What follows belongs to an exercise in optimizing a design on an open flow for small area; a production flow would make more cautious choices. The RTL was checked by simulation tests, not by an equivalence proof against the original design. No activity file was given, so power comes from the tool's default toggle rates.

$ cat flow/constraint.sdc
create_clock -name core_clock -period 10.0 [get_ports {clk}]
set_input_delay 2.0000 -clock core_clock [delete_from_list [all_inputs] [get_ports {clk}]]
set_output_delay 2.0000 -clock core_clock [all_outputs]
set_load 0.01 [all_outputs]
$ cat flow/config.mk
export PLATFORM = sky130hd
export DESIGN_NAME = sin_gen
export DESIGN_NICKNAME = sin_gen
export VERILOG_FILES = /design/flow/design.v
export SDC_FILE = /design/flow/constraint.sdc
export NUM_CORES = 4
export LEC_CHECK = 0
export CAP_MARGIN = 20
export CELL_PAD_IN_SITES_DETAIL_PLACEMENT = 2
export CELL_PAD_IN_SITES_GLOBAL_PLACEMENT = 4
export CORE_MARGIN = 2
export CORE_UTILIZATION = 30
export SLEW_MARGIN = 20
export SYNTH_MEMORY_MAX_BITS = 16384
$ cat flow/run.sh
#!/bin/bash
# synth_recipe.tcl (not shown) runs the flow's synth.tcl, then flattens the netlist and writes it again
# the make line also repeats each setting of config.mk as NAME=value (left out here)
make -C /OpenROAD-flow-scripts/flow DESIGN_CONFIG=/design/flow/config.mk WORK_HOME=/design/flow/orfs CLKGATE_MAP_FILE= SYNTH_SCRIPT=/design/flow/synth_recipe.tcl finish
$ cat flow/design.v
module sin_gen #(
  parameter phase_width     = 9,
  parameter data_width      = 16,
  parameter sampling_f      = 4535,    
  parameter clock_cnt_width = 13
)(
  input                        clk,         
  input                        rst,         
  input      [phase_width-1:0] phase_incr,  
  output     [phase_width-1:0] phase_out,
  output reg [data_width-1:0]  signal_out,
  output                       fs_out       
);
  reg [phase_width-1:0] phase_cnt;
  reg [clock_cnt_width-1:0] clock_cnt;
  reg clock_out;
  reg [data_width-1:0] rom_data;
  always @* begin
    case (phase_cnt)
      9'd0: rom_data = 16'h0000;
      9'd1: rom_data = 16'h00c9;
      9'd2: rom_data = 16'h0192;
      9'd3: rom_data = 16'h025b;
      9'd4: rom_data = 16'h0324;
      9'd5: rom_data = 16'h03ed;
      9'd6: rom_data = 16'h04b5;
      9'd7: rom_data = 16'h057e;
      9'd8: rom_data = 16'h0646;
      9'd9: rom_data = 16'h070e;
      9'd10: rom_data = 16'h07d6;
      9'd11: rom_data = 16'h089d;
      9'd12: rom_data = 16'h0964;
      9'd13: rom_data = 16'h0a2b;
      9'd14: rom_data = 16'h0af1;
      9'd15: rom_data = 16'h0bb7;
      9'd16: rom_data = 16'h0c7c;
      9'd17: rom_data = 16'h0d41;
      9'd18: rom_data = 16'h0e06;
      9'd19: rom_data = 16'h0eca;
      9'd20: rom_data = 16'h0f8d;
      9'd21: rom_data = 16'h1050;
      9'd22: rom_data = 16'h1112;
      9'd23: rom_data = 16'h11d3;
      9'd24: rom_data = 16'h1294;
      9'd25: rom_data = 16'h1354;
      9'd26: rom_data = 16'h1413;
      9'd27: rom_data = 16'h14d2;
      9'd28: rom_data = 16'h1590;
      9'd29: rom_data = 16'h164d;
      9'd30: rom_data = 16'h1709;
      9'd31: rom_data = 16'h17c4;
      9'd32: rom_data = 16'h187e;
      9'd33: rom_data = 16'h1937;
      9'd34: rom_data = 16'h19f0;
      9'd35: rom_data = 16'h1aa7;
      9'd36: rom_data = 16'h1b5d;
      9'd37: rom_data = 16'h1c12;
      9'd38: rom_data = 16'h1cc7;
      9'd39: rom_data = 16'h1d7a;
      9'd40: rom_data = 16'h1e2b;
      9'd41: rom_data = 16'h1edc;
      9'd42: rom_data = 16'h1f8c;
      9'd43: rom_data = 16'h203a;
      9'd44: rom_data = 16'h20e7;
      9'd45: rom_data = 16'h2193;
      9'd46: rom_data = 16'h223e;
      9'd47: rom_data = 16'h22e7;
      9'd48: rom_data = 16'h238f;
      9'd49: rom_data = 16'h2435;
      9'd50: rom_data = 16'h24da;
      9'd51: rom_data = 16'h257e;
      9'd52: rom_data = 16'h2620;
      9'd53: rom_data = 16'h26c1;
      9'd54: rom_data = 16'h2760;
      9'd55: rom_data = 16'h27fe;
      9'd56: rom_data = 16'h289a;
      9'd57: rom_data = 16'h2935;
      9'd58: rom_data = 16'h29ce;
      9'd59: rom_data = 16'h2a65;
      9'd60: rom_data = 16'h2afb;
      9'd61: rom_data = 16'h2b8f;
      9'd62: rom_data = 16'h2c22;
      9'd63: rom_data = 16'h2cb2;
      9'd64: rom_data = 16'h2d41;
      9'd65: rom_data = 16'h2dcf;
      9'd66: rom_data = 16'h2e5a;
      9'd67: rom_data = 16'h2ee4;
      9'd68: rom_data = 16'h2f6c;
      9'd69: rom_data = 16'h2ff2;
      9'd70: rom_data = 16'h3076;
      9'd71: rom_data = 16'h30f9;
      9'd72: rom_data = 16'h3179;
      9'd73: rom_data = 16'h31f8;
      9'd74: rom_data = 16'h3274;
      9'd75: rom_data = 16'h32ef;
      9'd76: rom_data = 16'h3368;
      9'd77: rom_data = 16'h33df;
      9'd78: rom_data = 16'h3453;
      9'd79: rom_data = 16'h34c6;
      9'd80: rom_data = 16'h3537;
      9'd81: rom_data = 16'h35a6;
      9'd82: rom_data = 16'h3612;
      9'd83: rom_data = 16'h367d;
      9'd84: rom_data = 16'h36e5;
      9'd85: rom_data = 16'h374b;
      9'd86: rom_data = 16'h37b0;
      9'd87: rom_data = 16'h3812;
      9'd88: rom_data = 16'h3872;
      9'd89: rom_data = 16'h38cf;
      9'd90: rom_data = 16'h392b;
      9'd91: rom_data = 16'h3984;
      9'd92: rom_data = 16'h39db;
      9'd93: rom_data = 16'h3a30;
      9'd94: rom_data = 16'h3a83;
      9'd95: rom_data = 16'h3ad3;
      9'd96: rom_data = 16'h3b21;
      9'd97: rom_data = 16'h3b6d;
      9'd98: rom_data = 16'h3bb6;
      9'd99: rom_data = 16'h3bfd;
      9'd100: rom_data = 16'h3c42;
      9'd101: rom_data = 16'h3c85;
      9'd102: rom_data = 16'h3cc5;
      9'd103: rom_data = 16'h3d03;
      9'd104: rom_data = 16'h3d3f;
      9'd105: rom_data = 16'h3d78;
      9'd106: rom_data = 16'h3daf;
      9'd107: rom_data = 16'h3de3;
      9'd108: rom_data = 16'h3e15;
      9'd109: rom_data = 16'h3e45;
      9'd110: rom_data = 16'h3e72;
      9'd111: rom_data = 16'h3e9d;
      9'd112: rom_data = 16'h3ec5;
      9'd113: rom_data = 16'h3eeb;
      9'd114: rom_data = 16'h3f0f;
      9'd115: rom_data = 16'h3f30;
      9'd116: rom_data = 16'h3f4f;
      9'd117: rom_data = 16'h3f6b;
      9'd118: rom_data = 16'h3f85;
      9'd119: rom_data = 16'h3f9c;
      9'd120: rom_data = 16'h3fb1;
      9'd121: rom_data = 16'h3fc4;
      9'd122: rom_data = 16'h3fd4;
      9'd123: rom_data = 16'h3fe1;
      9'd124: rom_data = 16'h3fec;
      9'd125: rom_data = 16'h3ff5;
      9'd126: rom_data = 16'h3ffb;
      9'd127: rom_data = 16'h3fff;
      9'd128: rom_data = 16'h4000;
      9'd129: rom_data = 16'h3fff;
      9'd130: rom_data = 16'h3ffb;
      9'd131: rom_data = 16'h3ff5;
      9'd132: rom_data = 16'h3fec;
      9'd133: rom_data = 16'h3fe1;
      9'd134: rom_data = 16'h3fd4;
      9'd135: rom_data = 16'h3fc4;
      9'd136: rom_data = 16'h3fb1;
      9'd137: rom_data = 16'h3f9c;
      9'd138: rom_data = 16'h3f85;
      9'd139: rom_data = 16'h3f6b;
      9'd140: rom_data = 16'h3f4f;
      9'd141: rom_data = 16'h3f30;
      9'd142: rom_data = 16'h3f0f;
      9'd143: rom_data = 16'h3eeb;
      9'd144: rom_data = 16'h3ec5;
      9'd145: rom_data = 16'h3e9d;
      9'd146: rom_data = 16'h3e72;
      9'd147: rom_data = 16'h3e45;
      9'd148: rom_data = 16'h3e15;
      9'd149: rom_data = 16'h3de3;
      9'd150: rom_data = 16'h3daf;
      9'd151: rom_data = 16'h3d78;
      9'd152: rom_data = 16'h3d3f;
      9'd153: rom_data = 16'h3d03;
      9'd154: rom_data = 16'h3cc5;
      9'd155: rom_data = 16'h3c85;
      9'd156: rom_data = 16'h3c42;
      9'd157: rom_data = 16'h3bfd;
      9'd158: rom_data = 16'h3bb6;
      9'd159: rom_data = 16'h3b6d;
      9'd160: rom_data = 16'h3b21;
      9'd161: rom_data = 16'h3ad3;
      9'd162: rom_data = 16'h3a83;
      9'd163: rom_data = 16'h3a30;
      9'd164: rom_data = 16'h39db;
      9'd165: rom_data = 16'h3984;
      9'd166: rom_data = 16'h392b;
      9'd167: rom_data = 16'h38cf;
      9'd168: rom_data = 16'h3872;
      9'd169: rom_data = 16'h3812;
      9'd170: rom_data = 16'h37b0;
      9'd171: rom_data = 16'h374b;
      9'd172: rom_data = 16'h36e5;
      9'd173: rom_data = 16'h367d;
      9'd174: rom_data = 16'h3612;
      9'd175: rom_data = 16'h35a6;
      9'd176: rom_data = 16'h3537;
      9'd177: rom_data = 16'h34c6;
      9'd178: rom_data = 16'h3453;
      9'd179: rom_data = 16'h33df;
      9'd180: rom_data = 16'h3368;
      9'd181: rom_data = 16'h32ef;
      9'd182: rom_data = 16'h3274;
      9'd183: rom_data = 16'h31f8;
      9'd184: rom_data = 16'h3179;
      9'd185: rom_data = 16'h30f9;
      9'd186: rom_data = 16'h3076;
      9'd187: rom_data = 16'h2ff2;
      9'd188: rom_data = 16'h2f6c;
      9'd189: rom_data = 16'h2ee4;
      9'd190: rom_data = 16'h2e5a;
      9'd191: rom_data = 16'h2dcf;
      9'd192: rom_data = 16'h2d41;
      9'd193: rom_data = 16'h2cb2;
      9'd194: rom_data = 16'h2c22;
      9'd195: rom_data = 16'h2b8f;
      9'd196: rom_data = 16'h2afb;
      9'd197: rom_data = 16'h2a65;
      9'd198: rom_data = 16'h29ce;
      9'd199: rom_data = 16'h2935;
      9'd200: rom_data = 16'h289a;
      9'd201: rom_data = 16'h27fe;
      9'd202: rom_data = 16'h2760;
      9'd203: rom_data = 16'h26c1;
      9'd204: rom_data = 16'h2620;
      9'd205: rom_data = 16'h257e;
      9'd206: rom_data = 16'h24da;
      9'd207: rom_data = 16'h2435;
      9'd208: rom_data = 16'h238f;
      9'd209: rom_data = 16'h22e7;
      9'd210: rom_data = 16'h223e;
      9'd211: rom_data = 16'h2193;
      9'd212: rom_data = 16'h20e7;
      9'd213: rom_data = 16'h203a;
      9'd214: rom_data = 16'h1f8c;
      9'd215: rom_data = 16'h1edc;
      9'd216: rom_data = 16'h1e2b;
      9'd217: rom_data = 16'h1d7a;
      9'd218: rom_data = 16'h1cc7;
      9'd219: rom_data = 16'h1c12;
      9'd220: rom_data = 16'h1b5d;
      9'd221: rom_data = 16'h1aa7;
      9'd222: rom_data = 16'h19f0;
      9'd223: rom_data = 16'h1937;
      9'd224: rom_data = 16'h187e;
      9'd225: rom_data = 16'h17c4;
      9'd226: rom_data = 16'h1709;
      9'd227: rom_data = 16'h164d;
      9'd228: rom_data = 16'h1590;
      9'd229: rom_data = 16'h14d2;
      9'd230: rom_data = 16'h1413;
      9'd231: rom_data = 16'h1354;
      9'd232: rom_data = 16'h1294;
      9'd233: rom_data = 16'h11d3;
      9'd234: rom_data = 16'h1112;
      9'd235: rom_data = 16'h1050;
      9'd236: rom_data = 16'h0f8d;
      9'd237: rom_data = 16'h0eca;
      9'd238: rom_data = 16'h0e06;
      9'd239: rom_data = 16'h0d41;
      9'd240: rom_data = 16'h0c7c;
      9'd241: rom_data = 16'h0bb7;
      9'd242: rom_data = 16'h0af1;
      9'd243: rom_data = 16'h0a2b;
      9'd244: rom_data = 16'h0964;
      9'd245: rom_data = 16'h089d;
      9'd246: rom_data = 16'h07d6;
      9'd247: rom_data = 16'h070e;
      9'd248: rom_data = 16'h0646;
      9'd249: rom_data = 16'h057e;
      9'd250: rom_data = 16'h04b5;
      9'd251: rom_data = 16'h03ed;
      9'd252: rom_data = 16'h0324;
      9'd253: rom_data = 16'h025b;
      9'd254: rom_data = 16'h0192;
      9'd255: rom_data = 16'h00c9;
      9'd256: rom_data = 16'h0000;
      9'd257: rom_data = 16'hff37;
      9'd258: rom_data = 16'hfe6e;
      9'd259: rom_data = 16'hfda5;
      9'd260: rom_data = 16'hfcdc;
      9'd261: rom_data = 16'hfc13;
      9'd262: rom_data = 16'hfb4b;
      9'd263: rom_data = 16'hfa82;
      9'd264: rom_data = 16'hf9ba;
      9'd265: rom_data = 16'hf8f2;
      9'd266: rom_data = 16'hf82b;
      9'd267: rom_data = 16'hf763;
      9'd268: rom_data = 16'hf69c;
      9'd269: rom_data = 16'hf5d5;
      9'd270: rom_data = 16'hf50f;
      9'd271: rom_data = 16'hf449;
      9'd272: rom_data = 16'hf384;
      9'd273: rom_data = 16'hf2bf;
      9'd274: rom_data = 16'hf1fa;
      9'd275: rom_data = 16'hf136;
      9'd276: rom_data = 16'hf073;
      9'd277: rom_data = 16'hefb0;
      9'd278: rom_data = 16'heeee;
      9'd279: rom_data = 16'hee2d;
      9'd280: rom_data = 16'hed6c;
      9'd281: rom_data = 16'hecac;
      9'd282: rom_data = 16'hebed;
      9'd283: rom_data = 16'heb2e;
      9'd284: rom_data = 16'hea71;
      9'd285: rom_data = 16'he9b4;
      9'd286: rom_data = 16'he8f8;
      9'd287: rom_data = 16'he83c;
      9'd288: rom_data = 16'he782;
      9'd289: rom_data = 16'he6c9;
      9'd290: rom_data = 16'he611;
      9'd291: rom_data = 16'he559;
      9'd292: rom_data = 16'he4a3;
      9'd293: rom_data = 16'he3ee;
      9'd294: rom_data = 16'he33a;
      9'd295: rom_data = 16'he287;
      9'd296: rom_data = 16'he1d5;
      9'd297: rom_data = 16'he124;
      9'd298: rom_data = 16'he074;
      9'd299: rom_data = 16'hdfc6;
      9'd300: rom_data = 16'hdf19;
      9'd301: rom_data = 16'hde6d;
      9'd302: rom_data = 16'hddc3;
      9'd303: rom_data = 16'hdd1a;
      9'd304: rom_data = 16'hdc72;
      9'd305: rom_data = 16'hdbcb;
      9'd306: rom_data = 16'hdb26;
      9'd307: rom_data = 16'hda82;
      9'd308: rom_data = 16'hd9e0;
      9'd309: rom_data = 16'hd93f;
      9'd310: rom_data = 16'hd8a0;
      9'd311: rom_data = 16'hd802;
      9'd312: rom_data = 16'hd766;
      9'd313: rom_data = 16'hd6cc;
      9'd314: rom_data = 16'hd633;
      9'd315: rom_data = 16'hd59b;
      9'd316: rom_data = 16'hd505;
      9'd317: rom_data = 16'hd471;
      9'd318: rom_data = 16'hd3df;
      9'd319: rom_data = 16'hd34e;
      9'd320: rom_data = 16'hd2bf;
      9'd321: rom_data = 16'hd232;
      9'd322: rom_data = 16'hd1a6;
      9'd323: rom_data = 16'hd11c;
      9'd324: rom_data = 16'hd094;
      9'd325: rom_data = 16'hd00e;
      9'd326: rom_data = 16'hcf8a;
      9'd327: rom_data = 16'hcf08;
      9'd328: rom_data = 16'hce87;
      9'd329: rom_data = 16'hce09;
      9'd330: rom_data = 16'hcd8c;
      9'd331: rom_data = 16'hcd11;
      9'd332: rom_data = 16'hcc98;
      9'd333: rom_data = 16'hcc22;
      9'd334: rom_data = 16'hcbad;
      9'd335: rom_data = 16'hcb3a;
      9'd336: rom_data = 16'hcac9;
      9'd337: rom_data = 16'hca5b;
      9'd338: rom_data = 16'hc9ee;
      9'd339: rom_data = 16'hc984;
      9'd340: rom_data = 16'hc91b;
      9'd341: rom_data = 16'hc8b5;
      9'd342: rom_data = 16'hc851;
      9'd343: rom_data = 16'hc7ef;
      9'd344: rom_data = 16'hc78f;
      9'd345: rom_data = 16'hc731;
      9'd346: rom_data = 16'hc6d6;
      9'd347: rom_data = 16'hc67c;
      9'd348: rom_data = 16'hc625;
      9'd349: rom_data = 16'hc5d0;
      9'd350: rom_data = 16'hc57e;
      9'd351: rom_data = 16'hc52d;
      9'd352: rom_data = 16'hc4df;
      9'd353: rom_data = 16'hc493;
      9'd354: rom_data = 16'hc44a;
      9'd355: rom_data = 16'hc403;
      9'd356: rom_data = 16'hc3be;
      9'd357: rom_data = 16'hc37b;
      9'd358: rom_data = 16'hc33b;
      9'd359: rom_data = 16'hc2fd;
      9'd360: rom_data = 16'hc2c2;
      9'd361: rom_data = 16'hc288;
      9'd362: rom_data = 16'hc252;
      9'd363: rom_data = 16'hc21d;
      9'd364: rom_data = 16'hc1eb;
      9'd365: rom_data = 16'hc1bb;
      9'd366: rom_data = 16'hc18e;
      9'd367: rom_data = 16'hc163;
      9'd368: rom_data = 16'hc13b;
      9'd369: rom_data = 16'hc115;
      9'd370: rom_data = 16'hc0f1;
      9'd371: rom_data = 16'hc0d0;
      9'd372: rom_data = 16'hc0b1;
      9'd373: rom_data = 16'hc095;
      9'd374: rom_data = 16'hc07b;
      9'd375: rom_data = 16'hc064;
      9'd376: rom_data = 16'hc04f;
      9'd377: rom_data = 16'hc03d;
      9'd378: rom_data = 16'hc02d;
      9'd379: rom_data = 16'hc01f;
      9'd380: rom_data = 16'hc014;
      9'd381: rom_data = 16'hc00b;
      9'd382: rom_data = 16'hc005;
      9'd383: rom_data = 16'hc001;
      9'd384: rom_data = 16'hc000;
      9'd385: rom_data = 16'hc001;
      9'd386: rom_data = 16'hc005;
      9'd387: rom_data = 16'hc00b;
      9'd388: rom_data = 16'hc014;
      9'd389: rom_data = 16'hc01f;
      9'd390: rom_data = 16'hc02d;
      9'd391: rom_data = 16'hc03d;
      9'd392: rom_data = 16'hc04f;
      9'd393: rom_data = 16'hc064;
      9'd394: rom_data = 16'hc07b;
      9'd395: rom_data = 16'hc095;
      9'd396: rom_data = 16'hc0b1;
      9'd397: rom_data = 16'hc0d0;
      9'd398: rom_data = 16'hc0f1;
      9'd399: rom_data = 16'hc115;
      9'd400: rom_data = 16'hc13b;
      9'd401: rom_data = 16'hc163;
      9'd402: rom_data = 16'hc18e;
      9'd403: rom_data = 16'hc1bb;
      9'd404: rom_data = 16'hc1eb;
      9'd405: rom_data = 16'hc21d;
      9'd406: rom_data = 16'hc252;
      9'd407: rom_data = 16'hc288;
      9'd408: rom_data = 16'hc2c2;
      9'd409: rom_data = 16'hc2fd;
      9'd410: rom_data = 16'hc33b;
      9'd411: rom_data = 16'hc37b;
      9'd412: rom_data = 16'hc3be;
      9'd413: rom_data = 16'hc403;
      9'd414: rom_data = 16'hc44a;
      9'd415: rom_data = 16'hc493;
      9'd416: rom_data = 16'hc4df;
      9'd417: rom_data = 16'hc52d;
      9'd418: rom_data = 16'hc57e;
      9'd419: rom_data = 16'hc5d0;
      9'd420: rom_data = 16'hc625;
      9'd421: rom_data = 16'hc67c;
      9'd422: rom_data = 16'hc6d6;
      9'd423: rom_data = 16'hc731;
      9'd424: rom_data = 16'hc78f;
      9'd425: rom_data = 16'hc7ef;
      9'd426: rom_data = 16'hc851;
      9'd427: rom_data = 16'hc8b5;
      9'd428: rom_data = 16'hc91b;
      9'd429: rom_data = 16'hc984;
      9'd430: rom_data = 16'hc9ee;
      9'd431: rom_data = 16'hca5b;
      9'd432: rom_data = 16'hcac9;
      9'd433: rom_data = 16'hcb3a;
      9'd434: rom_data = 16'hcbad;
      9'd435: rom_data = 16'hcc22;
      9'd436: rom_data = 16'hcc98;
      9'd437: rom_data = 16'hcd11;
      9'd438: rom_data = 16'hcd8c;
      9'd439: rom_data = 16'hce09;
      9'd440: rom_data = 16'hce87;
      9'd441: rom_data = 16'hcf08;
      9'd442: rom_data = 16'hcf8a;
      9'd443: rom_data = 16'hd00e;
      9'd444: rom_data = 16'hd094;
      9'd445: rom_data = 16'hd11c;
      9'd446: rom_data = 16'hd1a6;
      9'd447: rom_data = 16'hd232;
      9'd448: rom_data = 16'hd2bf;
      9'd449: rom_data = 16'hd34e;
      9'd450: rom_data = 16'hd3df;
      9'd451: rom_data = 16'hd471;
      9'd452: rom_data = 16'hd505;
      9'd453: rom_data = 16'hd59b;
      9'd454: rom_data = 16'hd633;
      9'd455: rom_data = 16'hd6cc;
      9'd456: rom_data = 16'hd766;
      9'd457: rom_data = 16'hd802;
      9'd458: rom_data = 16'hd8a0;
      9'd459: rom_data = 16'hd93f;
      9'd460: rom_data = 16'hd9e0;
      9'd461: rom_data = 16'hda82;
      9'd462: rom_data = 16'hdb26;
      9'd463: rom_data = 16'hdbcb;
      9'd464: rom_data = 16'hdc72;
      9'd465: rom_data = 16'hdd1a;
      9'd466: rom_data = 16'hddc3;
      9'd467: rom_data = 16'hde6d;
      9'd468: rom_data = 16'hdf19;
      9'd469: rom_data = 16'hdfc6;
      9'd470: rom_data = 16'he074;
      9'd471: rom_data = 16'he124;
      9'd472: rom_data = 16'he1d5;
      9'd473: rom_data = 16'he287;
      9'd474: rom_data = 16'he33a;
      9'd475: rom_data = 16'he3ee;
      9'd476: rom_data = 16'he4a3;
      9'd477: rom_data = 16'he559;
      9'd478: rom_data = 16'he611;
      9'd479: rom_data = 16'he6c9;
      9'd480: rom_data = 16'he782;
      9'd481: rom_data = 16'he83c;
      9'd482: rom_data = 16'he8f8;
      9'd483: rom_data = 16'he9b4;
      9'd484: rom_data = 16'hea71;
      9'd485: rom_data = 16'heb2e;
      9'd486: rom_data = 16'hebed;
      9'd487: rom_data = 16'hecac;
      9'd488: rom_data = 16'hed6c;
      9'd489: rom_data = 16'hee2d;
      9'd490: rom_data = 16'heeee;
      9'd491: rom_data = 16'hefb0;
      9'd492: rom_data = 16'hf073;
      9'd493: rom_data = 16'hf136;
      9'd494: rom_data = 16'hf1fa;
      9'd495: rom_data = 16'hf2bf;
      9'd496: rom_data = 16'hf384;
      9'd497: rom_data = 16'hf449;
      9'd498: rom_data = 16'hf50f;
      9'd499: rom_data = 16'hf5d5;
      9'd500: rom_data = 16'hf69c;
      9'd501: rom_data = 16'hf763;
      9'd502: rom_data = 16'hf82b;
      9'd503: rom_data = 16'hf8f2;
      9'd504: rom_data = 16'hf9ba;
      9'd505: rom_data = 16'hfa82;
      9'd506: rom_data = 16'hfb4b;
      9'd507: rom_data = 16'hfc13;
      9'd508: rom_data = 16'hfcdc;
      9'd509: rom_data = 16'hfda5;
      9'd510: rom_data = 16'hfe6e;
      9'd511: rom_data = 16'hff37;
      default: rom_data = 16'h0000;
    endcase
  end
  assign phase_out = phase_cnt;
  assign fs_out = clock_out;
  always @(posedge clk) begin
    if (rst == 1'b1) begin
      phase_cnt <= {phase_width{1'b0}};
      clock_cnt <= {clock_cnt_width{1'b0}};
      clock_out <= 1'b1;
    end else begin
      if (clock_cnt <= sampling_f) begin
        clock_cnt <= clock_cnt + 1'b1;
        if (clock_cnt == (sampling_f - 1) / 2)
          clock_out <= ~clock_out;
      end else begin
        phase_cnt <= phase_cnt + phase_incr;
        clock_cnt <= {clock_cnt_width{1'b0}};
        clock_out <= ~clock_out;
      end
    end
  end
  always @(posedge clk) begin
    if (rst == 1'b1)
      signal_out <= {data_width{1'b0}};
    else
      signal_out <= rom_data;
  end
endmodule
==> results.ini <==
[outcome]
status=timing/DRC/antenna clean

[layout]
fillers=3854
area_growth_pct=6.08
multiInputGateArea_mm2=0.00772
utilization_pct=32.0
final_cell_mix=o21ai_0 (129), nor2_1 (127), a21oi_1 (115), nand2_1 (99), nor3_1 (66)
final_common_cell=o21ai_0
seqCellArea_um2=801
fin_cells=1781
nets=1422
drive_gt1_share_pct=7.33

[clocking]
clock_latency_ns=0.34
htreeDepth=2
cts_tree=built
ctsRootBufferMaster=clkbuf_16
cts_resized=0
cts_setup_buffers=0
clk_pin_slew_ns=0.10
clock_path_buffers=2
ctsHoldBuffers=0
cts.sinks=39
cts_made_buffers=5

[power]
powerDensity_mw_per_mm2=37.1
swShare_pct=30.7
p_switching_mw=0.115
intPower_mw=0.258
ir_worst_vdd_mv=0.0545
p_seq_share_pct=41.9
p_leak_nw=3.25
pwr-share-clk_pct=52.9
pwr-share-comb_pct=5.2

[worst_setup_path]
rr_worst_depth=9
r2r-end=signal_out[3]$_SDFF_PP0_
crit_fanout=28
r2r_slack_ns=5.65
end_kind=register
arrival_ns=4.50
r2r_start=phase_cnt[0]$_SDFFE_PP0P_
worstSetupPathType=reg2reg
cp-start-kind=register
critPathRequiredTime_ns=10.15

[synthesis]
synth_top_area_share_pct=8.25
synth_edf_count=0
avgSynthCellArea_um2=6.46
synth_fp_nets=1510
yosys_warnings=1
synth-seq-cells=39
yosysTopAreaCell=dfxtp_1
ys_types=88
syn_area_mm2=0.00946
ys_async_sr_fraction_pct=0
synthCells=1464
synth_ff_type=dfxtp_1
synthTopCellsByArea=dfxtp_1 (8.3%), o21ai_0 (6.8%), a21oi_1 (6.1%)
seq_area_frac_synth_pct=8.25

[floorplan]
start_util_pct=30.2
ios=37
std_cell_rows=65
die_w_um=182
dieArea_mm2=0.0330
fp.coreArea_mm2=0.0313
die_h_um=182

[timing]
finalMaxSlewViolations=0
final.setup.tns_ns=0
clock_skew_ns=0.0238
max_freq_mhz=230
post-route-period-util_pct=43.5
worstMarginPinSlew_ns=1.23
min_period_ns=4.35
finalHoldViolations=0
finalSetupViolations=0
rsz0062_at_grt=no
slew_headroom_pct=16.7

[detailed_routing]
wl_per_cell_um=42.7
drcViolationCount=0
drt_first_pass_iters=6
drtIter0Drc=2266
vias=13600
drt-total-wl_mm=76.0
viasPerCell=7.62
detail-route-antenna-nets=0

[global_routing]
grt_pass1_wl_mm=106
grt_pass1_vias=13200
antenna_found_initial=5
track_usage_pct=45.0
grt_max_degree=149
overflow=0

[worst_hold_path]
worstHoldStart=clock_cnt[0]$_SDFF_PP0_
hp-class=reg2reg
holdPathEnd=clock_cnt[0]$_SDFF_PP0_
hold_depth=1

[placed_design]
dpl.hpwl_mm=53.2
io_buffers=36
gp_congestion=1.06
dp_cells=1771

[job]
cap_violations=0

[registers in the layout, summed over array words and instances, names as in the netlist]
| name | cells |
|---|---|
| clock_cnt | 13 |
| clock_out | 1 |
| phase_cnt | 9 |
| signal_out | 16 |
[worst max-delay path: stages (launching register included)]
cell and delay [ns]:
dfxtp_2 0.60, inv_1 0.39, ha_1 0.32, buf_4 0.29, nor2_2 0.70, nor3_1 0.21, a2111oi_0 0.72, nor3_1 0.13
a2111oi_2 0.46, o22ai_1 0.31
[how the worst max path moves through the flow]
stage / from / endpoint / slack [ns] / cells after the start
floorplan: phase_incr[0] / phase_cnt[8]$_SDFFE_PP0P_ / 6.31 / 8
global placement: rst / signal_out[6]$_SDFF_PP0_ / 5.58 / 8
detailed placement: rst / signal_out[6]$_SDFF_PP0_ / 5.59 / 8
CTS: rst / signal_out[6]$_SDFF_PP0_ / 5.94 / 8
global route: phase_cnt[0]$_SDFFE_PP0P_ / signal_out[0]$_SDFF_PP0_ / 5.77 / 10
finish: phase_cnt[0]$_SDFFE_PP0P_ / signal_out[3]$_SDFF_PP0_ / 5.65 / 9
[kinds of logic after synthesis]
| family | count (synthesis) | share of synthesized area [%] |
|---|---|---|
| muxes | 7 | 0.873 |
| buffers and inverters | 205 | 10.2 |
| DFF | 39 | 8.25 |
| and+or+nand+nor | 552 | 29.7 |
| adders and majority gates | 37 | 4.92 |
| xor gates and xnor gates | 21 | 1.94 |
| AOI/OAI and AO/OA | 603 | 44.1 |
[routing by layer]
layer | part of all wire [%] | global-route usage (%)
met1 | 40 | 59.7
met5 | 0.030 | 0
met2 | 40 | 63.9
met4 | 6.6 | 24.2
met3 | 13 | 15.0
[final cells by class]
cell class / instances / area share [%]
Sequential cell: 39 / 7.98
Antenna cell: 2 / 0.0499
Tap cell: 402 / 5.01
Inverter: 22 / 0.823
Timing Repair Buffer: 88 / 7.73
Multi-Input combinational cell: 1220 / 76.9
Clock inverter: 3 / 0.224
Clock buffer: 5 / 1.25
[cells in the mapped netlist (12+ instances only)]
library cell  count
o21ai_0         129
nor2_1          127
a21oi_1         116
nand2_1          99
buf_2            80
clkbuf_1         72
nor3_1           66
nand3_1          57
nand2b_1         47
nor2b_1          42
dfxtp_1          39
o211ai_1         38
a211oi_1         35
ha_1             34
a31oi_1          33
o311ai_0         31
a311oi_1         29
o22ai_1          22
and2_1           21
inv_1            19
o221ai_1         15
buf_1            14
o311a_1          13
o31ai_1          13
nand4_1          12
xnor2_1          12
[power groups by stage]
stage,logic [mW],clock network [mW],registers [mW]
after CTS,0.0195,0.201,0.156
after detailed placement,0.0194,0,0.160
final,0.0195,0.197,0.156
after global placement,0.0191,0,0.160
after global routing,0.0213,0.203,0.156
after floorplan,0.00971,0,0.161
[stage by stage]
step / total power, mW / worst slack (ns) / area (um2) / hold WS (ns)
after floorplan: 0.170 / 6.31 / 9460 / 0.427
after global placement: 0.179 / 5.58 / 9880 / 0.443
after detailed placement: 0.179 / 5.59 / 9880 / 0.461
after CTS: 0.377 / 5.94 / 10000 / 0.478
after global routing: 0.381 / 5.77 / 10000 / 0.524
final: 0.373 / 5.65 / 10000 / 0.467

==> separate check: timing with driven ports <==
Ports are ideal in the flow. The routed layout listed here was re-timed in OpenROAD.
Step 1 (the two cells are an assumption about what drives the block):
set clk [get_ports {clk}]
set_driving_cell -lib_cell sky130_fd_sc_hd__clkbuf_16 $clk
set_driving_cell -lib_cell sky130_fd_sc_hd__buf_2 [delete_from_list [all_inputs] $clk]
Step 2 adds t to the input delays and takes it off the output delays; t is the mean of the earliest and latest rising clock arrival at the registers after step 1. Input paths then give back, and output paths get back, about the clock's delay inside the block.
Slacks: ideal / step 1 / step 2; pairs: ideal / step 1.
t, ns: 0.381
slack for setup (ns): 5.654 / 5.654 / 5.479
worst setup path after step 2: input to register
worst data-port slew with drivers (ns): 0.04
cell pins on the clock port's net: 1
After both steps this run still meets setup and hold. The setup slack of this run moves by 0.000 ns with the drivers and by -0.175 ns with both steps.
